This design comes from an exercise in tuning for small area on the open sky130 flow, not from production work. In this exercise RTL edits were held to simulation tests only and were not proved equivalent to the original. Power is estimated from default activity; no workload was simulated.

[flow/run.sh]
#!/bin/bash
# The standard layout (standard.sh: the standard flow's synthesis and ORFS steps), with two changes:
# ports get the smallest buffer cell, and the clock tree is built from clkbuf_8 sink
# clusters of at most 20 flip-flops, without dummy loads. All make output goes to
# standard_make.log; the ORFS step logs are under orfs/logs.
set -euo pipefail
CTS="-sink_clustering_enable -repair_clock_nets -dont_use_dummy_load"
CTS="$CTS -buf_list {sky130_fd_sc_hd__clkbuf_8}"
CTS="$CTS -sink_clustering_size 20 -sink_clustering_max_diameter 45"
bash standard.sh "BUFFER_PORTS_ARGS=-buffer_cell sky130_fd_sc_hd__buf_1" "CTS_ARGS=$CTS" finish > standard_make.log 2>&1
[standard.sh]
#!/bin/bash
# synth_recipe.tcl (not shown) runs the flow's synth.tcl, then flattens the netlist and writes it again
# the make line also repeats each setting of config.mk as NAME=value (left out here)
make -C /OpenROAD-flow-scripts/flow DESIGN_CONFIG=/design/flow/config.mk WORK_HOME=/design/flow/orfs CLKGATE_MAP_FILE= SYNTH_SCRIPT=/design/flow/synth_recipe.tcl "${@:-finish}"
[design.v]
`timescale 1ns / 1ps
module DES_Core_Pipelined(
    input wire clk,
    input wire reset,  
    input wire [63:0] plaintext_i,
    input wire [63:0] key_i,
    output wire [63:0] ciphertext_o
    );
    wire [63:0] c_n;
    wire x120;
    fx_xor2 u120 (.a(key_i[32]), .b(key_i[35]), .y(x120));
    wire x121;
    fx_xor2 u121 (.a(key_i[27]), .b(key_i[30]), .y(x121));
    wire x122;
    fx_xor2 u122 (.a(key_i[2]), .b(key_i[14]), .y(x122));
    wire x123;
    fx_xor2 u123 (.a(key_i[6]), .b(key_i[12]), .y(x123));
    wire x124;
    fx_xor2 u124 (.a(key_i[3]), .b(key_i[9]), .y(x124));
    wire x125;
    fx_xor2 u125 (.a(key_i[31]), .b(key_i[34]), .y(x125));
    wire x126;
    fx_xor2 u126 (.a(key_i[0]), .b(x123), .y(x126));
    wire x127;
    fx_xor2 u127 (.a(key_i[11]), .b(key_i[55]), .y(x127));
    wire x128;
    fx_xor2 u128 (.a(key_i[8]), .b(x122), .y(x128));
    wire x129;
    fx_xor2 u129 (.a(key_i[15]), .b(x124), .y(x129));
    wire x130;
    fx_xor2 u130 (.a(key_i[1]), .b(key_i[7]), .y(x130));
    wire x131;
    fx_xor2 u131 (.a(key_i[13]), .b(x130), .y(x131));
    wire x132;
    fx_xor2 u132 (.a(key_i[4]), .b(key_i[10]), .y(x132));
    wire x133;
    fx_xor2 u133 (.a(x126), .b(x132), .y(x133));
    wire x134;
    fx_xor2 u134 (.a(key_i[26]), .b(key_i[29]), .y(x134));
    wire x135;
    fx_xor2 u135 (.a(key_i[5]), .b(x129), .y(x135));
    wire x136;
    fx_xor2 u136 (.a(x127), .b(x135), .y(x136));
    wire x137;
    fx_xor2 u137 (.a(x131), .b(x136), .y(x137));
    wire x138;
    fx_xor2 u138 (.a(key_i[16]), .b(x128), .y(x138));
    wire x139;
    fx_xor2 u139 (.a(key_i[25]), .b(key_i[28]), .y(x139));
    wire x140;
    fx_xor2 u140 (.a(key_i[54]), .b(x133), .y(x140));
    wire x141;
    fx_xor2 u141 (.a(key_i[33]), .b(key_i[36]), .y(x141));
    wire x142;
    fx_xor2 u142 (.a(key_i[53]), .b(x137), .y(x142));
    wire x143;
    fx_xor2 u143 (.a(x138), .b(x140), .y(x143));
    wire x144;
    fx_xor2 u144 (.a(key_i[17]), .b(key_i[19]), .y(x144));
    wire x145;
    fx_xor2 u145 (.a(key_i[24]), .b(x121), .y(x145));
    wire x146;
    fx_xor2 u146 (.a(key_i[37]), .b(x125), .y(x146));
    wire x147;
    fx_xor2 u147 (.a(key_i[23]), .b(x134), .y(x147));
    wire x148;
    fx_xor2 u148 (.a(key_i[38]), .b(x120), .y(x148));
    wire x149;
    fx_xor2 u149 (.a(key_i[20]), .b(key_i[22]), .y(x149));
    wire x150;
    fx_xor2 u150 (.a(key_i[18]), .b(x143), .y(x150));
    wire x151;
    fx_xor2 u151 (.a(key_i[51]), .b(x142), .y(x151));
    wire x152;
    fx_xor2 u152 (.a(key_i[50]), .b(key_i[52]), .y(x152));
    wire x153;
    fx_xor2 u153 (.a(key_i[39]), .b(x141), .y(x153));
    wire x154;
    fx_xor2 u154 (.a(key_i[49]), .b(x151), .y(x154));
    wire x155;
    fx_xor2 u155 (.a(key_i[21]), .b(x144), .y(x155));
    wire x156;
    fx_xor2 u156 (.a(key_i[21]), .b(x145), .y(x156));
    wire x157;
    fx_xor2 u157 (.a(key_i[48]), .b(x152), .y(x157));
    wire x158;
    fx_xor2 u158 (.a(key_i[40]), .b(x146), .y(x158));
    wire x159;
    fx_xor2 u159 (.a(key_i[41]), .b(x148), .y(x159));
    wire x160;
    fx_xor2 u160 (.a(x149), .b(x150), .y(x160));
    wire x161;
    fx_xor2 u161 (.a(key_i[47]), .b(x154), .y(x161));
    wire x162;
    fx_xor2 u162 (.a(key_i[46]), .b(x157), .y(x162));
    wire x163;
    fx_xor2 u163 (.a(key_i[22]), .b(x139), .y(x163));
    wire x164;
    fx_xor2 u164 (.a(key_i[42]), .b(x153), .y(x164));
    wire x165;
    fx_xor2 u165 (.a(key_i[23]), .b(x155), .y(x165));
    wire x166;
    fx_xor2 u166 (.a(key_i[24]), .b(x160), .y(x166));
    wire x167;
    fx_xor2 u167 (.a(key_i[45]), .b(x161), .y(x167));
    wire x168;
    fx_xor2 u168 (.a(key_i[25]), .b(x165), .y(x168));
    wire x169;
    fx_xor2 u169 (.a(key_i[18]), .b(x156), .y(x169));
    wire x170;
    fx_xor2 u170 (.a(key_i[44]), .b(x162), .y(x170));
    wire x171;
    fx_xor2 u171 (.a(key_i[43]), .b(x158), .y(x171));
    wire x172;
    fx_xor2 u172 (.a(key_i[44]), .b(x159), .y(x172));
    wire x173;
    fx_xor2 u173 (.a(x147), .b(x149), .y(x173));
    wire x174;
    fx_xor2 u174 (.a(key_i[20]), .b(x147), .y(x174));
    wire x175;
    fx_xor2 u175 (.a(key_i[43]), .b(x167), .y(x175));
    wire x176;
    fx_xor2 u176 (.a(key_i[30]), .b(x164), .y(x176));
    wire x177;
    fx_xor2 u177 (.a(x139), .b(x173), .y(x177));
    wire x178;
    fx_xor2 u178 (.a(key_i[26]), .b(x166), .y(x178));
    wire x179;
    fx_xor2 u179 (.a(x125), .b(x163), .y(x179));
    wire x180;
    fx_xor2 u180 (.a(key_i[33]), .b(x156), .y(x180));
    wire x181;
    fx_xor2 u181 (.a(key_i[27]), .b(x168), .y(x181));
    wire x182;
    fx_xor2 u182 (.a(x139), .b(x146), .y(x182));
    wire x183;
    fx_xor2 u183 (.a(key_i[19]), .b(x163), .y(x183));
    wire x184;
    fx_xor2 u184 (.a(key_i[42]), .b(x170), .y(x184));
    wire x185;
    fx_xor2 u185 (.a(x120), .b(x147), .y(x185));
    wire x186;
    fx_xor2 u186 (.a(x121), .b(x153), .y(x186));
    wire x187;
    fx_xor2 u187 (.a(key_i[29]), .b(x159), .y(x187));
    wire x188;
    fx_xor2 u188 (.a(x134), .b(x148), .y(x188));
    wire x189;
    fx_xor2 u189 (.a(x141), .b(x145), .y(x189));
    wire x190;
    fx_xor2 u190 (.a(key_i[28]), .b(x158), .y(x190));
    wire x191;
    fx_xor2 u191 (.a(x169), .b(x183), .y(x191));
    wire x192;
    fx_xor2 u192 (.a(x144), .b(x177), .y(x192));
    wire x193;
    fx_xor2 u193 (.a(key_i[28]), .b(x178), .y(x193));
    wire x194;
    fx_xor2 u194 (.a(key_i[41]), .b(x175), .y(x194));
    wire x195;
    fx_xor2 u195 (.a(x171), .b(x176), .y(x195));
    wire x196;
    fx_xor2 u196 (.a(x150), .b(x162), .y(x196));
    wire x197;
    fx_xor2 u197 (.a(key_i[17]), .b(x169), .y(x197));
    wire x198;
    fx_xor2 u198 (.a(plaintext_i[31]), .b(key_i[45]), .y(x198));
    wire x199;
    fx_xor2 u199 (.a(plaintext_i[24]), .b(x182), .y(x199));
    wire x200;
    fx_xor2 u200 (.a(plaintext_i[25]), .b(x188), .y(x200));
    wire x201;
    fx_xor2 u201 (.a(plaintext_i[27]), .b(x190), .y(x201));
    wire x202;
    fx_xor2 u202 (.a(plaintext_i[26]), .b(x186), .y(x202));
    wire x203;
    fx_xor2 u203 (.a(x152), .b(x166), .y(x203));
    wire x204;
    fx_xor2 u204 (.a(plaintext_i[22]), .b(x185), .y(x204));
    wire x205;
    fx_xor2 u205 (.a(key_i[32]), .b(x177), .y(x205));
    wire x206;
    fx_xor2 u206 (.a(key_i[16]), .b(x192), .y(x206));
    wire x207;
    fx_xor2 u207 (.a(x144), .b(x167), .y(x207));
    wire x208;
    fx_xor2 u208 (.a(x154), .b(x165), .y(x208));
    wire x209;
    fx_xor2 u209 (.a(x157), .b(x160), .y(x209));
    wire x210;
    fx_xor2 u210 (.a(x174), .b(x180), .y(x210));
    wire x211;
    fx_xor2 u211 (.a(x155), .b(x161), .y(x211));
    wire x212;
    fx_xor2 u212 (.a(plaintext_i[63]), .b(key_i[46]), .y(x212));
    wire x213;
    fx_xor2 u213 (.a(x142), .b(x181), .y(x213));
    wire x214;
    fx_xor2 u214 (.a(key_i[31]), .b(x191), .y(x214));
    wire x215;
    fx_xor2 u215 (.a(x151), .b(x168), .y(x215));
    wire x216;
    fx_xor2 u216 (.a(x174), .b(x197), .y(x216));
    wire x217;
    fx_xor2 u217 (.a(key_i[52]), .b(x178), .y(x217));
    wire x218;
    fx_xor2 u218 (.a(x143), .b(x184), .y(x218));
    wire x219;
    fx_xor2 u219 (.a(key_i[20]), .b(x196), .y(x219));
    wire x220;
    fx_xor2 u220 (.a(x150), .b(x170), .y(x220));
    wire x221;
    fx_xor2 u221 (.a(key_i[17]), .b(x175), .y(x221));
    wire x222;
    fx_xor2 u222 (.a(key_i[19]), .b(x205), .y(x222));
    wire x223;
    fx_xor2 u223 (.a(plaintext_i[21]), .b(x179), .y(x223));
    wire x224;
    fx_xor2 u224 (.a(x171), .b(x172), .y(x224));
    wire x225;
    fx_xor2 u225 (.a(plaintext_i[23]), .b(x189), .y(x225));
    wire x226;
    fx_xor2 u226 (.a(plaintext_i[28]), .b(x187), .y(x226));
    fx_xnor2 u227 (.a(plaintext_i[32]), .b(x194), .y(c_n[0]));
    fx_xnor2 u228 (.a(plaintext_i[33]), .b(x218), .y(c_n[1]));
    fx_xnor2 u229 (.a(plaintext_i[34]), .b(x221), .y(c_n[2]));
    fx_xnor2 u230 (.a(plaintext_i[35]), .b(x220), .y(c_n[3]));
    fx_xnor2 u231 (.a(plaintext_i[36]), .b(x207), .y(c_n[4]));
    fx_xnor2 u232 (.a(plaintext_i[37]), .b(x219), .y(c_n[5]));
    fx_xnor2 u233 (.a(plaintext_i[38]), .b(x211), .y(c_n[6]));
    fx_xnor2 u234 (.a(plaintext_i[39]), .b(x209), .y(c_n[7]));
    fx_xnor2 u235 (.a(plaintext_i[40]), .b(x208), .y(c_n[8]));
    fx_xnor2 u236 (.a(plaintext_i[41]), .b(x203), .y(c_n[9]));
    fx_xnor2 u237 (.a(plaintext_i[42]), .b(x215), .y(c_n[10]));
    fx_xnor2 u238 (.a(plaintext_i[43]), .b(x217), .y(c_n[11]));
    fx_xnor2 u239 (.a(plaintext_i[44]), .b(x213), .y(c_n[12]));
    fx_xnor2 u240 (.a(plaintext_i[45]), .b(x193), .y(c_n[13]));
    wire x241;
    fx_xor2 u241 (.a(plaintext_i[46]), .b(key_i[29]), .y(x241));
    wire x242;
    fx_xor2 u242 (.a(x137), .b(x181), .y(x242));
    fx_xnor2 u243 (.a(x241), .b(x242), .y(c_n[14]));
    wire x244;
    fx_xor2 u244 (.a(plaintext_i[15]), .b(key_i[33]), .y(x244));
    wire x245;
    fx_xor2 u245 (.a(key_i[35]), .b(key_i[39]), .y(x245));
    wire x246;
    fx_xor2 u246 (.a(key_i[41]), .b(x124), .y(x246));
    wire x247;
    fx_xor2 u247 (.a(x131), .b(x133), .y(x247));
    wire x248;
    fx_xor2 u248 (.a(x198), .b(x206), .y(x248));
    wire x249;
    fx_xor2 u249 (.a(x244), .b(x245), .y(x249));
    wire x250;
    fx_xor2 u250 (.a(x246), .b(x247), .y(x250));
    wire x251;
    fx_xor2 u251 (.a(x248), .b(x249), .y(x251));
    fx_xnor2 u252 (.a(x250), .b(x251), .y(c_n[15]));
    fx_xnor2 u253 (.a(plaintext_i[16]), .b(x216), .y(c_n[16]));
    fx_xnor2 u254 (.a(plaintext_i[17]), .b(x214), .y(c_n[17]));
    wire x255;
    fx_xor2 u255 (.a(plaintext_i[18]), .b(key_i[31]), .y(x255));
    fx_xnor2 u256 (.a(x222), .b(x255), .y(c_n[18]));
    wire x257;
    fx_xor2 u257 (.a(plaintext_i[19]), .b(key_i[32]), .y(x257));
    fx_xnor2 u258 (.a(x210), .b(x257), .y(c_n[19]));
    wire x259;
    fx_xor2 u259 (.a(plaintext_i[20]), .b(x179), .y(x259));
    fx_xnor2 u260 (.a(x180), .b(x259), .y(c_n[20]));
    fx_xnor2 u261 (.a(x185), .b(x223), .y(c_n[21]));
    fx_xnor2 u262 (.a(x189), .b(x204), .y(c_n[22]));
    fx_xnor2 u263 (.a(x182), .b(x225), .y(c_n[23]));
    fx_xnor2 u264 (.a(x188), .b(x199), .y(c_n[24]));
    fx_xnor2 u265 (.a(x186), .b(x200), .y(c_n[25]));
    fx_xnor2 u266 (.a(x190), .b(x202), .y(c_n[26]));
    fx_xnor2 u267 (.a(x187), .b(x201), .y(c_n[27]));
    fx_xnor2 u268 (.a(x176), .b(x226), .y(c_n[28]));
    fx_xnor2 u269 (.a(plaintext_i[29]), .b(x195), .y(c_n[29]));
    fx_xnor2 u270 (.a(plaintext_i[30]), .b(x224), .y(c_n[30]));
    wire x271;
    fx_xor2 u271 (.a(x164), .b(x172), .y(x271));
    fx_xnor2 u272 (.a(x198), .b(x271), .y(c_n[31]));
    wire x273;
    fx_xor2 u273 (.a(plaintext_i[0]), .b(key_i[40]), .y(x273));
    wire x274;
    fx_xor2 u274 (.a(x128), .b(x140), .y(x274));
    wire x275;
    fx_xor2 u275 (.a(x184), .b(x273), .y(x275));
    fx_xnor2 u276 (.a(x274), .b(x275), .y(c_n[32]));
    fx_xnor2 u277 (.a(plaintext_i[1]), .b(x194), .y(c_n[33]));
    fx_xnor2 u278 (.a(plaintext_i[2]), .b(x218), .y(c_n[34]));
    fx_xnor2 u279 (.a(plaintext_i[3]), .b(x221), .y(c_n[35]));
    fx_xnor2 u280 (.a(plaintext_i[4]), .b(x220), .y(c_n[36]));
    fx_xnor2 u281 (.a(plaintext_i[5]), .b(x207), .y(c_n[37]));
    fx_xnor2 u282 (.a(plaintext_i[6]), .b(x219), .y(c_n[38]));
    fx_xnor2 u283 (.a(plaintext_i[7]), .b(x211), .y(c_n[39]));
    fx_xnor2 u284 (.a(plaintext_i[8]), .b(x209), .y(c_n[40]));
    fx_xnor2 u285 (.a(plaintext_i[9]), .b(x208), .y(c_n[41]));
    fx_xnor2 u286 (.a(plaintext_i[10]), .b(x203), .y(c_n[42]));
    fx_xnor2 u287 (.a(plaintext_i[11]), .b(x215), .y(c_n[43]));
    fx_xnor2 u288 (.a(plaintext_i[12]), .b(x217), .y(c_n[44]));
    fx_xnor2 u289 (.a(plaintext_i[13]), .b(x213), .y(c_n[45]));
    fx_xnor2 u290 (.a(plaintext_i[14]), .b(x193), .y(c_n[46]));
    wire x291;
    fx_xor2 u291 (.a(plaintext_i[15]), .b(plaintext_i[47]), .y(x291));
    wire x292;
    fx_xor2 u292 (.a(key_i[32]), .b(key_i[34]), .y(x292));
    wire x293;
    fx_xor2 u293 (.a(key_i[38]), .b(key_i[40]), .y(x293));
    wire x294;
    fx_xor2 u294 (.a(key_i[44]), .b(x126), .y(x294));
    wire x295;
    fx_xor2 u295 (.a(x136), .b(x138), .y(x295));
    wire x296;
    fx_xor2 u296 (.a(x191), .b(x212), .y(x296));
    wire x297;
    fx_xor2 u297 (.a(x291), .b(x292), .y(x297));
    wire x298;
    fx_xor2 u298 (.a(x293), .b(x294), .y(x298));
    wire x299;
    fx_xor2 u299 (.a(x295), .b(x296), .y(x299));
    wire x300;
    fx_xor2 u300 (.a(x297), .b(x298), .y(x300));
    fx_xnor2 u301 (.a(x299), .b(x300), .y(c_n[47]));
    wire x302;
    fx_xor2 u302 (.a(plaintext_i[16]), .b(plaintext_i[48]), .y(x302));
    wire x303;
    fx_xor2 u303 (.a(key_i[31]), .b(x206), .y(x303));
    fx_xnor2 u304 (.a(x302), .b(x303), .y(c_n[48]));
    wire x305;
    fx_xor2 u305 (.a(plaintext_i[17]), .b(plaintext_i[49]), .y(x305));
    wire x306;
    fx_xor2 u306 (.a(key_i[32]), .b(x216), .y(x306));
    fx_xnor2 u307 (.a(x305), .b(x306), .y(c_n[49]));
    wire x308;
    fx_xor2 u308 (.a(plaintext_i[18]), .b(plaintext_i[50]), .y(x308));
    wire x309;
    fx_xor2 u309 (.a(key_i[33]), .b(x214), .y(x309));
    fx_xnor2 u310 (.a(x308), .b(x309), .y(c_n[50]));
    wire x311;
    fx_xor2 u311 (.a(plaintext_i[19]), .b(plaintext_i[51]), .y(x311));
    wire x312;
    fx_xor2 u312 (.a(x125), .b(x222), .y(x312));
    fx_xnor2 u313 (.a(x311), .b(x312), .y(c_n[51]));
    wire x314;
    fx_xor2 u314 (.a(plaintext_i[20]), .b(plaintext_i[52]), .y(x314));
    wire x315;
    fx_xor2 u315 (.a(x120), .b(x210), .y(x315));
    fx_xnor2 u316 (.a(x314), .b(x315), .y(c_n[52]));
    wire x317;
    fx_xor2 u317 (.a(plaintext_i[53]), .b(x141), .y(x317));
    wire x318;
    fx_xor2 u318 (.a(x156), .b(x223), .y(x318));
    fx_xnor2 u319 (.a(x317), .b(x318), .y(c_n[53]));
    wire x320;
    fx_xor2 u320 (.a(plaintext_i[54]), .b(x146), .y(x320));
    wire x321;
    fx_xor2 u321 (.a(x163), .b(x204), .y(x321));
    fx_xnor2 u322 (.a(x320), .b(x321), .y(c_n[54]));
    wire x323;
    fx_xor2 u323 (.a(plaintext_i[55]), .b(x147), .y(x323));
    wire x324;
    fx_xor2 u324 (.a(x148), .b(x225), .y(x324));
    fx_xnor2 u325 (.a(x323), .b(x324), .y(c_n[55]));
    wire x326;
    fx_xor2 u326 (.a(plaintext_i[56]), .b(x145), .y(x326));
    wire x327;
    fx_xor2 u327 (.a(x153), .b(x199), .y(x327));
    fx_xnor2 u328 (.a(x326), .b(x327), .y(c_n[56]));
    wire x329;
    fx_xor2 u329 (.a(plaintext_i[57]), .b(x139), .y(x329));
    wire x330;
    fx_xor2 u330 (.a(x158), .b(x200), .y(x330));
    fx_xnor2 u331 (.a(x329), .b(x330), .y(c_n[57]));
    wire x332;
    fx_xor2 u332 (.a(plaintext_i[58]), .b(x134), .y(x332));
    wire x333;
    fx_xor2 u333 (.a(x159), .b(x202), .y(x333));
    fx_xnor2 u334 (.a(x332), .b(x333), .y(c_n[58]));
    wire x335;
    fx_xor2 u335 (.a(plaintext_i[59]), .b(x121), .y(x335));
    wire x336;
    fx_xor2 u336 (.a(x164), .b(x201), .y(x336));
    fx_xnor2 u337 (.a(x335), .b(x336), .y(c_n[59]));
    wire x338;
    fx_xor2 u338 (.a(plaintext_i[60]), .b(key_i[28]), .y(x338));
    wire x339;
    fx_xor2 u339 (.a(x171), .b(x226), .y(x339));
    fx_xnor2 u340 (.a(x338), .b(x339), .y(c_n[60]));
    wire x341;
    fx_xor2 u341 (.a(plaintext_i[29]), .b(plaintext_i[61]), .y(x341));
    wire x342;
    fx_xor2 u342 (.a(key_i[29]), .b(x172), .y(x342));
    wire x343;
    fx_xor2 u343 (.a(x176), .b(x341), .y(x343));
    fx_xnor2 u344 (.a(x342), .b(x343), .y(c_n[61]));
    wire x345;
    fx_xor2 u345 (.a(plaintext_i[30]), .b(plaintext_i[62]), .y(x345));
    wire x346;
    fx_xor2 u346 (.a(key_i[45]), .b(x195), .y(x346));
    fx_xnor2 u347 (.a(x345), .b(x346), .y(c_n[62]));
    wire x348;
    fx_xor2 u348 (.a(plaintext_i[31]), .b(x212), .y(x348));
    fx_xnor2 u349 (.a(x224), .b(x348), .y(c_n[63]));
    reg [64*17-1:0] pipe_n;
    always @(posedge clk)
        pipe_n <= {pipe_n[64*16-1:0], c_n};
    reg [4:0] hold_cnt;
    always @(posedge clk) begin
        if (reset)
            hold_cnt <= 5'd17;
        else if (hold_cnt != 5'd0)
            hold_cnt <= hold_cnt - 5'd1;
    end
    wire flushed = (hold_cnt != 5'd0);
    genvar b;
    generate
        for (b = 0; b < 64; b = b + 1) begin : OUT
            fx_nor2 u_out (.a(pipe_n[64*16+b]), .b(flushed), .y(ciphertext_o[b]));
        end
    endgenerate
endmodule
module fx_xor2(input wire a, input wire b, output wire y);
    assign y = a ^ b;
endmodule
module fx_xnor2(input wire a, input wire b, output wire y);
    assign y = ~(a ^ b);
endmodule
module fx_nor2(input wire a, input wire b, output wire y);
    assign y = ~(a | b);
endmodule
[config.mk]
export PLATFORM = sky130hd
export DESIGN_NAME = DES_Core_Pipelined
export DESIGN_NICKNAME = DES_Core_Pipelined
export VERILOG_FILES = /design/flow/design.v
export SDC_FILE = /design/flow/constraint.sdc
export NUM_CORES = 4
export LEC_CHECK = 0
export CAP_MARGIN = 20
export CORE_MARGIN = 2
export CORE_UTILIZATION = 65
export GPL_TIMING_DRIVEN = 0
export SLEW_MARGIN = 20
export SYNTH_HIERARCHICAL = 1
[constraint.sdc]
create_clock -name core_clock -period 4.0 [get_ports {clk}]
set_input_delay 0.8000 -clock core_clock [delete_from_list [all_inputs] [get_ports {clk}]]
set_output_delay 0.8000 -clock core_clock [all_outputs]
set_load 0.01 [all_outputs]
==> impl_metrics.prom, run 1 <==
# TYPE chip_impl_metric gauge
chip_impl_metric{name="powerDensity",unit="nW/um^2"} 896.2
chip_impl_metric{name="detailed_place_hpwl",unit="um"} 19620
chip_impl_metric{name="drv_slew",unit=""} 0
chip_impl_metric{name="groute.usage.overall",unit="%"} 15.85
chip_impl_metric{name="chipWidth",unit="um"} 197.4
chip_impl_metric{name="clock-sinks",unit=""} 1093
chip_impl_metric{name="yosysWarnings",unit=""} 7
chip_impl_metric{name="finClkSkew",unit="ns"} 0.04969
chip_impl_metric{name="grt_pass1_wl",unit="um"} 46530
chip_impl_metric{name="finish_stage_setup_viols",unit=""} 0
chip_impl_metric{name="flip_flop_and_latch_count_after_synthesis",unit=""} 1093
chip_impl_metric{name="post_route_minimum_period",unit="ns"} 3.770
chip_impl_info{name="synth_most_common_cell",value="sky130_fd_sc_hd__dfxtp_1"} 1
chip_impl_metric{name="antenna_violations_before_repair",unit=""} 2
chip_impl_info{name="tritoncts",value="done"} 1
chip_impl_metric{name="initial_utilization",unit="%"} 66.27
chip_impl_metric{name="placementRows",unit=""} 70
chip_impl_info{name="cts_root_buf",value="sky130_fd_sc_hd__clkbuf_8"} 1
chip_impl_info{name="critPathLaunchType",value="input port"} 1
chip_impl_metric{name="design.die.area",unit="um^2"} 38980
chip_impl_info{name="yosys.area.top_type",value="sky130_fd_sc_hd__dfxtp_1"} 1
chip_impl_metric{name="worst_skew_pair.late_latency",unit="ns"} 0.61
chip_impl_metric{name="syn-num-nets",unit=""} 1540
chip_impl_metric{name="fin_tns_setup",unit="ns"} 0
chip_impl_metric{name="ctsHoldBuffers",unit=""} 0
chip_impl_metric{name="layout-drive-gt1-share",unit="%"} 4.627
chip_impl_info{name="timing.critical_path.to_type",value="flop"} 1
chip_impl_metric{name="num_vias",unit=""} 9141
chip_impl_metric{name="slack_of_the_worst_reg_to_reg_path",unit="ns"} 2.51
chip_impl_info{name="crit_type",value="in2reg"} 1
chip_impl_metric{name="drt_pass1_iterations",unit=""} 4
chip_impl_metric{name="drc",unit=""} 0
chip_impl_metric{name="hold_depth",unit=""} 0
chip_impl_info{name="status",value="no timing/DRC/antenna violations"} 1
chip_impl_metric{name="crit_arrival",unit="ns"} 4.26
chip_impl_metric{name="clock_transition_at_the_registers_of_the_reported_paths",unit="ns"} 0.10
chip_impl_metric{name="postLayoutCellArea",unit="um^2"} 26580
chip_impl_metric{name="power_switching",unit="mW"} 4.928
chip_impl_metric{name="io-pin-count",unit=""} 194
chip_impl_metric{name="diodes",unit=""} 0
chip_impl_metric{name="postRouteWirelength",unit="um"} 29980
chip_impl_metric{name="synth_enable_flop_cells",unit=""} 0
chip_impl_metric{name="seq_power_share",unit="%"} 75.8
chip_impl_metric{name="pre_cts_ws",unit="ns"} -0.5303
chip_impl_metric{name="drv.max_cap_violation_count",unit=""} 0
chip_impl_metric{name="drt-vias-per-instance",unit=""} 4.288
chip_impl_metric{name="grt_overflow_total",unit=""} 0
chip_impl_info{name="netlist_top_cells_area",value="sky130_fd_sc_hd__dfxtp_1 90%, sky130_fd_sc_hd__xor2_1 6.0%, sky130_fd_sc_hd__xnor2_1 2.3%"} 1
chip_impl_metric{name="max-slew-margin-rel",unit="%"} 56.26
chip_impl_metric{name="r2r.worst_path.cells",unit=""} 4
chip_impl_metric{name="coreArea",unit="um^2"} 36700
chip_impl_metric{name="clock_tree.htree_level_count",unit=""} 3
chip_impl_metric{name="timing_worst_slew_pin_value",unit="ns"} 0.6539
chip_impl_metric{name="placed_cell_area",unit="um^2"} 25620
chip_impl_metric{name="post_synthesis_sequential_area_ratio",unit="%"} 89.97
chip_impl_metric{name="wire_per_inst",unit="um"} 14.06
chip_impl_metric{name="worst-path-max-fanout",unit=""} 2
chip_impl_metric{name="gp_routability_congestion",unit=""} 0.7893
chip_impl_metric{name="synth-async-reset-ratio",unit="%"} 0
chip_impl_metric{name="finalPower",unit="mW"} 23.82
chip_impl_metric{name="p_int",unit="mW"} 18.89
chip_impl_metric{name="drtIter0Drc",unit=""} 185
chip_impl_metric{name="max_freq",unit="GHz"} 0.2652
chip_impl_info{name="synthFlopType",value="sky130_fd_sc_hd__dfxtp_1"} 1
chip_impl_metric{name="synthesis.area_per_instance",unit="um^2"} 17.27
chip_impl_metric{name="hold_violations",unit=""} 0
chip_impl_metric{name="worst_ir_drop_vdd",unit="mV"} 0.5348
chip_impl_metric{name="port-buffer-count",unit=""} 185
chip_impl_metric{name="critical_path_required",unit="ns"} 4.49
chip_impl_metric{name="grt_max_degree",unit=""} 46
chip_impl_metric{name="netSwitchingFraction",unit="%"} 20.69
chip_impl_metric{name="pwr-share-clk",unit="%"} 18.3
chip_impl_metric{name="syn_area",unit="um^2"} 24320
chip_impl_metric{name="util_after_layout",unit="%"} 72.42
chip_impl_metric{name="fin_nets",unit=""} 1798
chip_impl_metric{name="netlist.area_leader.share",unit="%"} 89.97
chip_impl_metric{name="vias_in_the_first_global_route",unit=""} 9351
chip_impl_metric{name="route.antenna.remaining_nets",unit=""} 0
chip_impl_metric{name="area.growth.synth_to_final",unit="%"} 9.286
chip_impl_metric{name="synth_cell_types",unit=""} 17
chip_impl_info{name="setup_repair_after_global_routing_missed_its_margin",value="no"} 1
chip_impl_metric{name="finalCritPeriodShare",unit="%"} 94.26
chip_impl_metric{name="least_setup_slack_across_all_paths_after_layout",unit="ns"} 0.2296
chip_impl_metric{name="clock_buffer_count_from_cts",unit=""} 68
chip_impl_info{name="top_cells_by_count_synth",value="1093 x sky130_fd_sc_hd__dfxtp_1, 166 x sky130_fd_sc_hd__xor2_1, 67 x sky130_fd_sc_hd__nor2_1, 65 x sky130_fd_sc_hd__xnor2_1, 3 x sky130_fd_sc_hd__inv_1"} 1
chip_impl_metric{name="power.leakage",unit="nW"} 10.96
chip_impl_metric{name="clk_path_buf_depth",unit=""} 3
chip_impl_metric{name="share_comb_of_total_power",unit="%"} 5.9
chip_impl_metric{name="post_synth_inst_count",unit=""} 1408
chip_impl_metric{name="dieHeight",unit="um"} 197.4
chip_impl_info{name="min_path_type",value="reg2reg"} 1
sequential cells by signal, indices dropped and copies added (netlist names):
signal	flops
hold_cnt	5
pipe_n	1088
Yosys stat by module, one instance, submodules excluded:
module,cells inside,flops+latches
fx_xor2,1,0
fx_xnor2,1,0
fx_nor2,1,0
DES_Core_Pipelined,1114,1093
logic make-up after synthesis:
group	count (synthesis)	share of synthesized area, %
flip-flops	1093	89.97
XOR/XNOR	231	8.319
AND/OR/NAND/NOR	74	1.338
AO/OA/AOI/OAI	3	0.1183
buffers and inverters	3	0.04630
multiplexers	2	0.1029
adder cells (fa/ha/maj)	2	0.1029
routing by layer:
metal  wire, um  track usage, %  vias to the layer above  share of wire [%]
li1           -               -                     4772                  -
met2      14350           27.07                      213                 48
met3       1770           4.405                       62                5.9
met4        702           6.461                        4                2.3
met1      13130           19.04                     4090                 44
met5         26               0                        -              0.087
placed cells by master, fill, tap and decap left out, drive strengths merged:
master and n:
a211oi 1, a2bb2oi 1, buf 188, clkbuf 68, dfxtp 1093, ha 2, inv 3, mux2 1
mux2i 1, nand4bb 1, nor2 67, nor2b 2, nor3 1, nor4b 1, o31ai 1, or4 1
or4b 1, xnor2 65, xor2 166
area by class of cell:
class / count / area, um^2
clock buffers: 68 / 935.9
fillers: 2251 / 10120
inverters: 3 / 11.26
multi-input cells: 312 / 2435
flip-flops and latches: 1093 / 21880
well taps: 468 / 585.6
repair buffers: 188 / 729.5
worst max-delay path: stages:
cell and delay [ns]:
sky130_fd_sc_hd__buf_1 0.12, sky130_fd_sc_hd__xor2_2 0.23, sky130_fd_sc_hd__xor2_1 0.20, sky130_fd_sc_hd__xor2_1 0.18, sky130_fd_sc_hd__xor2_1 0.25, sky130_fd_sc_hd__xor2_1 0.29
sky130_fd_sc_hd__xor2_1 0.28, sky130_fd_sc_hd__xor2_1 0.30, sky130_fd_sc_hd__xor2_1 0.27, sky130_fd_sc_hd__xor2_1 0.28, sky130_fd_sc_hd__xor2_1 0.28, sky130_fd_sc_hd__xor2_1 0.29
sky130_fd_sc_hd__xor2_1 0.34, sky130_fd_sc_hd__xnor2_1 0.12
per-stage QoR:
step	instances	hold slack, ns
floorplan	1408	0.3096
CTS	2130	0.2699
detailed placement	2062	0.3121
global route	2132	0.2700
global placement	2061	0.3095
finish	2132	0.2733
final timing paths:
kind	startpoint	end
setup / recovery	key_i[9]	pipe_n[2]$_DFF_P_
hold / removal	pipe_n[355]$_DFF_P_	pipe_n[419]$_DFF_P_
setup reg to reg	hold_cnt[0]$_SDFFE_PP1P_	hold_cnt[1]$_SDFFE_PP0P_
hold reg to reg	pipe_n[355]$_DFF_P_	pipe_n[419]$_DFF_P_
power groups by stage:
stage	clock network (mW)	logic (mW)	registers, mW
final	4.36	1.40	18.1
after global routing	4.90	1.55	18.6
after CTS	4.54	1.42	18.2
after floorplan	0	1.02	17.7
after detailed placement	0	1.41	18.4
after global placement	0	1.40	17.9
what timing repair did:
action,4_1_cts,5_1_grt
setup endpoints to repair,0,4
resized for setup,0,1
buffers inserted,0,2
==> run 2: changes to the inputs <==
--- a/design.v
+++ b/design.v
@@ -406,14 +406,14 @@
     reg [64*17-1:0] pipe_n;
     always @(posedge clk)
         pipe_n <= {pipe_n[64*16-1:0], c_n};
-    reg [4:0] hold_cnt;
+    reg [4:0] flush_s;
     always @(posedge clk) begin
         if (reset)
-            hold_cnt <= 5'd17;
-        else if (hold_cnt != 5'd0)
-            hold_cnt <= hold_cnt - 5'd1;
+            flush_s <= 5'b01111;
+        else
+            flush_s <= {flush_s[3:0], flush_s[3] & flush_s[4]};
     end
-    wire flushed = (hold_cnt != 5'd0);
+    wire flushed = |flush_s;
     genvar b;
     generate
         for (b = 0; b < 64; b = b + 1) begin : OUT
--- a/config.mk
+++ b/config.mk
@@ -7,7 +7,7 @@
 export LEC_CHECK = 0
 export CAP_MARGIN = 20
 export CORE_MARGIN = 2
-export CORE_UTILIZATION = 65
+export CORE_UTILIZATION = 75
 export GPL_TIMING_DRIVEN = 0
 export SLEW_MARGIN = 20
 export SYNTH_HIERARCHICAL = 1
==> run 2 against run 1 <==
  * Hold slack improved by 0.022 ns
  * Largest power group unchanged
  * Die area fell by 14%
  * Highest routed layer is now met4
  * Wire length rose by 33%
  * Final cell count fell by 4.1%
  * Critical path depth did not move
  * Synthesized cell count fell by 0.92%
  * Synthesized area fell by 0.57%
  * Maximum frequency fell by 1.1%
==> impl_metrics.prom, run 2 <==
# TYPE chip_impl_metric gauge
chip_impl_metric{name="postRouteWirelength",unit="um"} 39970
chip_impl_metric{name="finalPower",unit="mW"} 24.27
chip_impl_metric{name="vias_in_the_first_global_route",unit=""} 10870
chip_impl_metric{name="max-slew-margin-rel",unit="%"} 44.68
chip_impl_metric{name="drv_slew",unit=""} 0
chip_impl_metric{name="area.growth.synth_to_final",unit="%"} 8.920
chip_impl_metric{name="hold_depth",unit=""} 0
chip_impl_metric{name="grt.met1_usage",unit="%"} 24.99
chip_impl_metric{name="fin_nets",unit=""} 1774
chip_impl_metric{name="post-place-cells",unit=""} 1983
chip_impl_info{name="yosys.area.top_type",value="sky130_fd_sc_hd__dfxtp_1"} 1
chip_impl_metric{name="fin_cells",unit=""} 2044
chip_impl_info{name="commonest_cells_after_routing_fill_and_taps_aside",value="1093 x sky130_fd_sc_hd__dfxtp_1, 185 x sky130_fd_sc_hd__buf_1, 154 x sky130_fd_sc_hd__xor2_1, 65 x sky130_fd_sc_hd__nor2_1, 64 x sky130_fd_sc_hd__xnor2_1"} 1
chip_impl_info{name="synthFlopType",value="sky130_fd_sc_hd__dfxtp_1"} 1
chip_impl_metric{name="groute.usage.overall",unit="%"} 23.96
chip_impl_metric{name="crit_arrival",unit="ns"} 4.34
chip_impl_metric{name="grt_max_degree",unit=""} 36
chip_impl_info{name="top_register",value="pipe_n"} 1
chip_impl_metric{name="fillerInstances",unit=""} 1290
chip_impl_metric{name="port-buffer-count",unit=""} 185
chip_impl_metric{name="post_cts_buffers",unit=""} 0
chip_impl_metric{name="post_synth_inst_count",unit=""} 1395
chip_impl_info{name="largest_regs",value="pipe_n (1088), flush_s (5)"} 1
chip_impl_metric{name="fin_tns_setup",unit="ns"} 0
chip_impl_metric{name="worst-path-max-fanout",unit=""} 2
chip_impl_metric{name="largest_register_ffs",unit=""} 1088
chip_impl_info{name="layout.cells.most_common",value="sky130_fd_sc_hd__dfxtp_1"} 1
chip_impl_metric{name="drt_pass1_iterations",unit=""} 6
chip_impl_metric{name="slack_of_the_worst_reg_to_reg_path",unit="ns"} 3.31
chip_impl_info{name="synth_most_common_cell",value="sky130_fd_sc_hd__dfxtp_1"} 1
chip_impl_metric{name="chipWidth",unit="um"} 183.6
chip_impl_metric{name="clk_path_buf_depth",unit=""} 3
chip_impl_info{name="critical-path-slowest-cell",value="sky130_fd_sc_hd__xor2_1"} 1
chip_impl_metric{name="clock_buffer_count_from_cts",unit=""} 61
chip_impl_metric{name="r2r.worst_path.cells",unit=""} 1
chip_impl_metric{name="finalCritPeriodShare",unit="%"} 95.27
chip_impl_metric{name="ctsHoldBuffers",unit=""} 0
chip_impl_info{name="status",value="no timing/DRC/antenna violations"} 1
chip_impl_metric{name="clock-sinks",unit=""} 1093
chip_impl_info{name="crit_path_frequent_cell",value="sky130_fd_sc_hd__xor2_2"} 1
chip_impl_metric{name="dieHeight",unit="um"} 183.6
chip_impl_metric{name="drc",unit=""} 0
chip_impl_metric{name="flip_flop_and_latch_count_after_synthesis",unit=""} 1093
chip_impl_metric{name="antenna_violations_before_repair",unit=""} 1
chip_impl_info{name="min_path_type",value="reg2reg"} 1
chip_impl_info{name="reg2reg_to",value="flush_s[1]$_SDFF_PP1_"} 1
chip_impl_metric{name="synthesis.area_per_instance",unit="um^2"} 17.33
chip_impl_metric{name="hold_violations",unit=""} 0
chip_impl_metric{name="wire_per_inst",unit="um"} 19.56
chip_impl_metric{name="worst_skew_pair.late_latency",unit="ns"} 0.64
chip_impl_metric{name="initial_utilization",unit="%"} 76.44
chip_impl_metric{name="io-pin-count",unit=""} 194
chip_impl_metric{name="netlist.area_leader.share",unit="%"} 90.48
chip_impl_metric{name="grt.met2_usage",unit="%"} 46.88
chip_impl_metric{name="syn_area",unit="um^2"} 24180
chip_impl_metric{name="placementRows",unit=""} 65
chip_impl_metric{name="postLayoutCellArea",unit="um^2"} 26340
chip_impl_metric{name="detailed_place_hpwl",unit="um"} 25670
chip_impl_metric{name="drv.max_cap_violation_count",unit=""} 0
chip_impl_info{name="tritoncts",value="done"} 1
chip_impl_info{name="timing.critical_path.to_type",value="flop"} 1
chip_impl_metric{name="grt_pass1_wl",unit="um"} 59150
chip_impl_metric{name="yosysWarnings",unit=""} 7
chip_impl_metric{name="diodes",unit=""} 0
chip_impl_info{name="crit_type",value="in2reg"} 1
chip_impl_metric{name="drtIter0Drc",unit=""} 397
chip_impl_metric{name="syn-num-nets",unit=""} 1525
chip_impl_metric{name="max_freq",unit="GHz"} 0.2624
chip_impl_metric{name="synth_cell_types",unit=""} 9
chip_impl_metric{name="powerDensity",unit="nW/um^2"} 921.5
chip_impl_metric{name="seq_area",unit="um^2"} 21880
chip_impl_info{name="critPathLaunchType",value="input port"} 1
chip_impl_metric{name="worst_ir_drop_vdd",unit="mV"} 0.5859
chip_impl_metric{name="synth-async-reset-ratio",unit="%"} 0
chip_impl_metric{name="grt_overflow_total",unit=""} 0
chip_impl_metric{name="post_route_minimum_period",unit="ns"} 3.811
chip_impl_metric{name="design.die.area",unit="um^2"} 33690
chip_impl_info{name="top_cells_by_count_synth",value="1093 x sky130_fd_sc_hd__dfxtp_1, 166 x sky130_fd_sc_hd__xor2_1, 65 x sky130_fd_sc_hd__nor2_1, 64 x sky130_fd_sc_hd__xnor2_1, 3 x sky130_fd_sc_hd__or2_1"} 1
chip_impl_metric{name="num_vias",unit=""} 9601
chip_impl_info{name="cts_root_buf",value="sky130_fd_sc_hd__clkbuf_8"} 1
chip_impl_metric{name="hold_ws",unit="ns"} 0.2951
chip_impl_metric{name="finish_stage_setup_viols",unit=""} 0
chip_impl_metric{name="power.leakage",unit="nW"} 10.86
chip_impl_metric{name="least_setup_slack_across_all_paths_after_layout",unit="ns"} 0.1893
chip_impl_info{name="rr_startpoint",value="flush_s[0]$_SDFF_PP1_"} 1
chip_impl_metric{name="route.antenna.remaining_nets",unit=""} 0
chip_impl_metric{name="drt-vias-per-instance",unit=""} 4.697
chip_impl_info{name="startpoint",value="key_i[3]"} 1
chip_impl_metric{name="gp_routability_congestion",unit=""} 0.7932
chip_impl_metric{name="timing_worst_slew_pin_value",unit="ns"} 0.8270
chip_impl_metric{name="multiInputGateArea",unit="um^2"} 2394
chip_impl_metric{name="placed_cell_area",unit="um^2"} 25410
chip_impl_metric{name="post_synthesis_sequential_area_ratio",unit="%"} 90.48
chip_impl_info{name="path_cells",value="buf_1, xor2_1, xor2_1, xor2_1, xor2_2, xor2_1, xor2_2, xor2_2, xor2_2, xor2_2, xor2_2, xor2_2, xor2_2, xnor2_1"} 1
chip_impl_info{name="worstSetupEndpoint",value="pipe_n[0]$_DFF_P_"} 1
chip_impl_metric{name="layout-drive-gt1-share",unit="%"} 4.629
chip_impl_metric{name="util_after_layout",unit="%"} 83.25
chip_impl_metric{name="highest_cell_delay_on_the_worst_timing_path",unit="ns"} 0.35
chip_impl_metric{name="clock_transition_at_the_registers_of_the_reported_paths",unit="ns"} 0.11
chip_impl_info{name="grt_most_used_layer",value="met2"} 1
chip_impl_metric{name="critical_path_required",unit="ns"} 4.53
chip_impl_metric{name="pre_cts_ws",unit="ns"} -0.6444
chip_impl_metric{name="clock_tree.htree_level_count",unit=""} 2
chip_impl_metric{name="groute.layer.met3.usage",unit="%"} 4.655
chip_impl_metric{name="synth_enable_flop_cells",unit=""} 0
chip_impl_metric{name="coreArea",unit="um^2"} 31640
chip_impl_info{name="netlist_top_cells_area",value="sky130_fd_sc_hd__dfxtp_1 90%, sky130_fd_sc_hd__xor2_1 6.0%, sky130_fd_sc_hd__xnor2_1 2.3%"} 1
chip_impl_metric{name="finClkSkew",unit="ns"} 0.07039
-- run 2: layer usage --
layer  vias up  part of all wire, %
li1       4678                    -
met1      4545                   37
met2       295                   54
met3        83                  5.4
met4         0                  3.3
met5         -                    0
-- run 2: cell families (layout without fill, tap and decap cells) --
kind of cell / count (synthesis) / after routing / synth area share, %
buf+inv: 0 / 247 / 0
compound gates: 1 / 1 / 0.03623
simple gates: 71 / 71 / 1.149
flops: 1093 / 1093 / 90.48
xor+xnor: 230 / 230 / 8.330
-- run 2: timing repair --
| action | 4_1_cts | 5_1_grt |
|---|---|---|
| gates resized for setup | 2 | 10 |
| pin swaps | 2 | 4 |
| setup endpoints to repair | 4 | 10 |
-- run 2: worst max-delay path, delay by kind of cell --
| kind | cells | cell delay (ns) |
|---|---|---|
| xor gates and xnor gates | 13 | 3.44 |
| buffers and inverters | 1 | 0.09 |
-- run 2: modules after synthesis (local to each module, per instance) --
module,cells inside,times used,cell area (um^2),flops+latches
DES_Core_Pipelined,1101,1,21930,1093
fx_nor2,1,64,3.754,0
fx_xnor2,1,64,8.758,0
fx_xor2,1,166,8.758,0
-- run 2: how the worst min path moves through the flow --
stage / endpoint / slack (ns) / startpoint
after global placement: pipe_n[595]$_DFF_P_ / 0.31 / pipe_n[531]$_DFF_P_
after CTS: pipe_n[499]$_DFF_P_ / 0.29 / pipe_n[435]$_DFF_P_
after global routing: pipe_n[178]$_DFF_P_ / 0.28 / pipe_n[114]$_DFF_P_
after floorplan: pipe_n[1000]$_DFF_P_ / 0.31 / pipe_n[936]$_DFF_P_
after detailed placement: pipe_n[102]$_DFF_P_ / 0.31 / pipe_n[38]$_DFF_P_
final: pipe_n[178]$_DFF_P_ / 0.30 / pipe_n[114]$_DFF_P_
-- run 2: power breakdown --
part | switching, mW | leakage, nW | total, mW | internal (mW)
combinational | 0.882 | 1.20 | 1.46 | 0.579
sequential | 1.81 | 9.22 | 18.6 | 16.8
clock | 2.86 | 0.439 | 4.23 | 1.37
-- run 2: layout make-up --
cell class	instances	area share, %
Sequential cell	1093	83.07
Multi-Input combinational cell	302	9.087
Clock buffer	61	3.187
Timing Repair Buffer	186	2.741
Tap cell	402	1.910
==> run 3: changes to the inputs <==
--- a/flow/run.sh
+++ b/flow/run.sh
@@ -5,6 +5,6 @@
 # standard_make.log; the ORFS step logs are under orfs/logs.
 set -euo pipefail
 CTS="-sink_clustering_enable -repair_clock_nets -dont_use_dummy_load"
-CTS="$CTS -buf_list {sky130_fd_sc_hd__clkbuf_8}"
-CTS="$CTS -sink_clustering_size 20 -sink_clustering_max_diameter 45"
+CTS="$CTS -buf_list {sky130_fd_sc_hd__clkbuf_16}"
+CTS="$CTS -sink_clustering_size 32 -sink_clustering_max_diameter 50"
 bash standard.sh "BUFFER_PORTS_ARGS=-buffer_cell sky130_fd_sc_hd__buf_1" "CTS_ARGS=$CTS" finish > standard_make.log 2>&1
==> run 3 against run 2 <==
  * Sequential cell count did not move
  * Global-route usage increased by 2.5 points
  * Synthesized cell count unchanged
  * Clock power grew 19%
  * Final cell count down 0.68%
  * Utilization is 0.95 points higher
  * Non-clock buffer count increased by 2
  * Maximum frequency is 0.53% lower
  * Largest cell class unchanged
==> impl_metrics.prom, run 3 <==
# TYPE chip_impl_metric gauge
chip_impl_metric{name="worst-path-max-fanout",unit=""} 2
chip_impl_metric{name="max-slew-margin-rel",unit="%"} 44.37
chip_impl_metric{name="netlist.area_leader.share",unit="%"} 90.48
chip_impl_metric{name="drv.max_cap_violation_count",unit=""} 0
chip_impl_metric{name="wire_per_inst",unit="um"} 21.85
chip_impl_info{name="commonest_cells_after_routing_fill_and_taps_aside",value="1093 x sky130_fd_sc_hd__dfxtp_1, 185 x sky130_fd_sc_hd__buf_1, 154 x sky130_fd_sc_hd__xor2_1, 65 x sky130_fd_sc_hd__nor2_1, 64 x sky130_fd_sc_hd__xnor2_1"} 1
chip_impl_info{name="tritoncts",value="done"} 1
chip_impl_info{name="top_register",value="pipe_n"} 1
chip_impl_metric{name="gp_routability_congestion",unit=""} 0.7932
chip_impl_metric{name="initial_utilization",unit="%"} 76.44
chip_impl_metric{name="synth_cell_types",unit=""} 9
chip_impl_info{name="startpoint",value="key_i[3]"} 1
chip_impl_metric{name="detailed_place_hpwl",unit="um"} 25670
chip_impl_metric{name="hold_violations",unit=""} 0
chip_impl_metric{name="synth_enable_flop_cells",unit=""} 0
chip_impl_info{name="critical-path-slowest-cell",value="sky130_fd_sc_hd__xor2_2"} 1
chip_impl_info{name="layout.cells.most_common",value="sky130_fd_sc_hd__dfxtp_1"} 1
chip_impl_metric{name="flip_flop_and_latch_count_after_synthesis",unit=""} 1093
chip_impl_metric{name="postRouteWirelength",unit="um"} 44350
chip_impl_metric{name="timing_worst_slew_pin_value",unit="ns"} 0.8316
chip_impl_info{name="top_cells_by_count_synth",value="1093 x sky130_fd_sc_hd__dfxtp_1, 166 x sky130_fd_sc_hd__xor2_1, 65 x sky130_fd_sc_hd__nor2_1, 64 x sky130_fd_sc_hd__xnor2_1, 3 x sky130_fd_sc_hd__or2_1"} 1
chip_impl_metric{name="powerDensity",unit="nW/um^2"} 952.5
chip_impl_metric{name="drt-vias-per-instance",unit=""} 4.853
chip_impl_info{name="netlist_top_cells_area",value="sky130_fd_sc_hd__dfxtp_1 90%, sky130_fd_sc_hd__xor2_1 6.0%, sky130_fd_sc_hd__xnor2_1 2.3%"} 1
chip_impl_metric{name="util_after_layout",unit="%"} 84.21
chip_impl_metric{name="fin_tns_setup",unit="ns"} 0
chip_impl_info{name="rr_startpoint",value="flush_s[2]$_SDFF_PP1_"} 1
chip_impl_metric{name="fin_nets",unit=""} 1760
chip_impl_metric{name="syn-num-nets",unit=""} 1525
chip_impl_metric{name="finalCritPeriodShare",unit="%"} 95.77
chip_impl_metric{name="max_freq",unit="GHz"} 0.2610
chip_impl_metric{name="worst_ir_drop_vdd",unit="mV"} 0.5607
chip_impl_info{name="synth_most_common_cell",value="sky130_fd_sc_hd__dfxtp_1"} 1
chip_impl_metric{name="placementRows",unit=""} 65
chip_impl_info{name="status",value="no timing/DRC/antenna violations"} 1
chip_impl_metric{name="post_synth_inst_count",unit=""} 1395
chip_impl_info{name="synthFlopType",value="sky130_fd_sc_hd__dfxtp_1"} 1
chip_impl_metric{name="highest_cell_delay_on_the_worst_timing_path",unit="ns"} 0.31
chip_impl_metric{name="dieHeight",unit="um"} 183.6
chip_impl_metric{name="clock_buffer_count_from_cts",unit=""} 45
chip_impl_metric{name="grt_overflow_total",unit=""} 0
chip_impl_metric{name="fillerInstances",unit=""} 1225
chip_impl_metric{name="io-pin-count",unit=""} 194
chip_impl_info{name="timing.critical_path.to_type",value="flop"} 1
chip_impl_metric{name="synthesis.area_per_instance",unit="um^2"} 17.33
chip_impl_metric{name="vias_in_the_first_global_route",unit=""} 11180
chip_impl_metric{name="cp.buffers_inverters",unit=""} 1
chip_impl_metric{name="chipWidth",unit="um"} 183.6
chip_impl_info{name="critPathLaunchType",value="input port"} 1
chip_impl_metric{name="syn_area",unit="um^2"} 24180
chip_impl_metric{name="clk_path_buf_depth",unit=""} 3
chip_impl_metric{name="diodes",unit=""} 0
chip_impl_metric{name="antenna_violations_before_repair",unit=""} 2
chip_impl_info{name="setup_repair_after_global_routing_missed_its_margin",value="no"} 1
chip_impl_metric{name="grt_max_degree",unit=""} 36
chip_impl_metric{name="design.die.area",unit="um^2"} 33690
chip_impl_metric{name="coreArea",unit="um^2"} 31640
chip_impl_info{name="cell_type_group_with_the_largest_total_delay_on_the_critical_path",value="XOR/XNOR gates"} 1
chip_impl_metric{name="ctsHoldBuffers",unit=""} 0
chip_impl_metric{name="drt_pass1_iterations",unit=""} 5
chip_impl_metric{name="clock_tree.htree_level_count",unit=""} 2
chip_impl_metric{name="post_synthesis_sequential_area_ratio",unit="%"} 90.48
chip_impl_metric{name="clock_transition_at_the_registers_of_the_reported_paths",unit="ns"} 0.11
chip_impl_metric{name="crit_arrival",unit="ns"} 4.25
chip_impl_metric{name="worst_skew_pair.late_latency",unit="ns"} 0.56
chip_impl_metric{name="power.leakage",unit="nW"} 10.99
chip_impl_info{name="cts_root_buf",value="sky130_fd_sc_hd__clkbuf_16"} 1
chip_impl_info{name="path_cells",value="buf_1, xor2_1, xor2_1, xor2_1, xor2_2, xor2_2, xor2_2, xor2_2, xor2_2, xor2_2, xor2_2, xor2_2, xor2_1, xnor2_1"} 1
chip_impl_metric{name="largest_register_ffs",unit=""} 1088
chip_impl_info{name="startpoint_of_the_worst_hold_path",value="pipe_n[170]$_DFF_P_"} 1
chip_impl_metric{name="route.antenna.remaining_nets",unit=""} 0
chip_impl_info{name="crit_type",value="in2reg"} 1
chip_impl_metric{name="layout-drive-gt1-share",unit="%"} 3.808
chip_impl_metric{name="post_route_minimum_period",unit="ns"} 3.831
chip_impl_metric{name="clock-sinks",unit=""} 1093
chip_impl_metric{name="synth-async-reset-ratio",unit="%"} 0
chip_impl_metric{name="area.growth.synth_to_final",unit="%"} 10.17
chip_impl_info{name="yosys.area.top_type",value="sky130_fd_sc_hd__dfxtp_1"} 1
chip_impl_info{name="crit_path_frequent_cell",value="sky130_fd_sc_hd__xor2_2"} 1
chip_impl_metric{name="drtIter0Drc",unit=""} 477
chip_impl_metric{name="groute.usage.overall",unit="%"} 26.50
chip_impl_info{name="min_path_type",value="reg2reg"} 1
chip_impl_metric{name="drc",unit=""} 0
chip_impl_metric{name="critical_path_required",unit="ns"} 4.42
chip_impl_metric{name="grt_pass1_wl",unit="um"} 65120
chip_impl_metric{name="num_vias",unit=""} 9852
chip_impl_metric{name="port-buffer-count",unit=""} 185
chip_impl_info{name="largest_regs",value="pipe_n (1088), flush_s (5)"} 1
chip_impl_metric{name="yosysWarnings",unit=""} 7
chip_impl_metric{name="drv_slew",unit=""} 0
chip_impl_metric{name="finish_stage_setup_viols",unit=""} 0
chip_impl_metric{name="finClkSkew",unit="ns"} 0.05444
## run 3: cell counts after synthesis
No cell type changed its count.
## run 3: per-layer routing
metal / share of wire (%) / wire [um] / global-route usage [%] / vias up
li1: - / - / - / 4664
met1: 37 / 16220 / 28.77 / 4735
met2: 54 / 23750 / 50.64 / 352
met3: 6.1 / 2718 / 5.428 / 99
met4: 3.7 / 1651 / 9.824 / 2
met5: 0.029 / 13 / 0 / -
## run 3: repair_timing
| action | CTS | global route |
|---|---|---|
| setup buffers | 1 | 1 |
| pin swaps | 1 | 3 |
| setup endpoints to repair | 4 | 10 |
| gates resized for setup | 3 | 9 |
| cloned | 0 | 0 |
## run 3: cell type report
cell class	instances	area [um^2]	area share [%]
flip-flops and latches	1093	21880	82.13
multi-input cells	302	2394	8.985
repair buffers	188	737.0	2.766
well taps	402	503.0	1.888
clock buffers	45	1126	4.227
## run 3: path summary, 6_finish.rpt
check	endpoint	slack (ns)	depth (start not counted)
setup reg to reg	flush_s[3]$_SDFF_PP1_	3.33	1
hold reg to reg	pipe_n[234]$_DFF_P_	0.28	0
hold / removal	pipe_n[234]$_DFF_P_	0.28	0
setup / recovery	pipe_n[2]$_DFF_P_	0.17	14
## run 3: cells by family (layout without fill, tap and decap cells)
family,after synthesis,in the layout,share of synthesized area (%)
xor gates and xnor gates,230,230,8.330
AOI/OAI and AO/OA,1,1,0.03623
buffers and inverters,0,233,0
and+or+nand+nor,71,71,1.149
DFF,1093,1093,90.48
## run 3: power breakdown
group	switching (mW)	internal, mW
combinational	0.943	0.595
clock	3.00	2.03
sequential	2.02	16.8
## run 3: metrics by stage
stage / hold WS (ns) / setup slack, ns / area (um^2) / instances / power [mW]
2_1_floorplan: 0.3096 / 0.1648 / 24180 / 1395 / 18.67
3_3_place_gp: 0.3096 / -0.5089 / 25380 / 1982 / 19.16
3_5_place_dp: 0.3121 / -0.6444 / 25410 / 1983 / 20.07
4_1_cts: 0.2807 / 0.04675 / 26570 / 2029 / 25.48
5_1_grt: 0.2779 / 0.005510 / 26640 / 2030 / 26.22
6_report: 0.2788 / 0.1691 / 26640 / 2030 / 25.38
## run 3: Yosys stat by module (local to each module, per instance)
module              times used  cells
DES_Core_Pipelined           1   1101
fx_xor2                    166      1
fx_nor2                     64      1
fx_xnor2                    64      1

static timing again, ports no longer ideal:
No port has a modelled driver above. Below, the same layouts with a new extraction and two added sets of constraints.
Step 1: set_driving_cell puts a clkbuf_16 on clk and a buf_2 on each other input, an assumption about the parent block.
Step 2 adds t to the input delays and takes it off the output delays; t is the mean of the earliest and latest rising clock arrival at the registers after step 1. Input paths then give back, and output paths get back, about the clock's delay inside the block.
Three values: ideal ports, drivers, drivers and shift; two values: the first two.
run | shift t [ns] | setup WS [ns] | hold WS [ns] | worst setup path at the end | worst data-port slew with drivers (ns)
run 1 | 0.643 | 0.230 / 0.257 / -0.386 | 0.273 / 0.273 / 0.273 | input to register | 0.07
run 2 | 0.655 | 0.189 / 0.190 / -0.466 | 0.295 / 0.295 / 0.295 | input to register | 0.09
run 3 | 0.591 | 0.169 / 0.183 / -0.408 | 0.279 / 0.279 / 0.279 | input to register | 0.10
Met with ideal ports but missed after step 2: setup timing in every run listed. The setup slack of run 2, which loses most, moves by +0.001 ns with the drivers and by -0.655 ns with both steps.
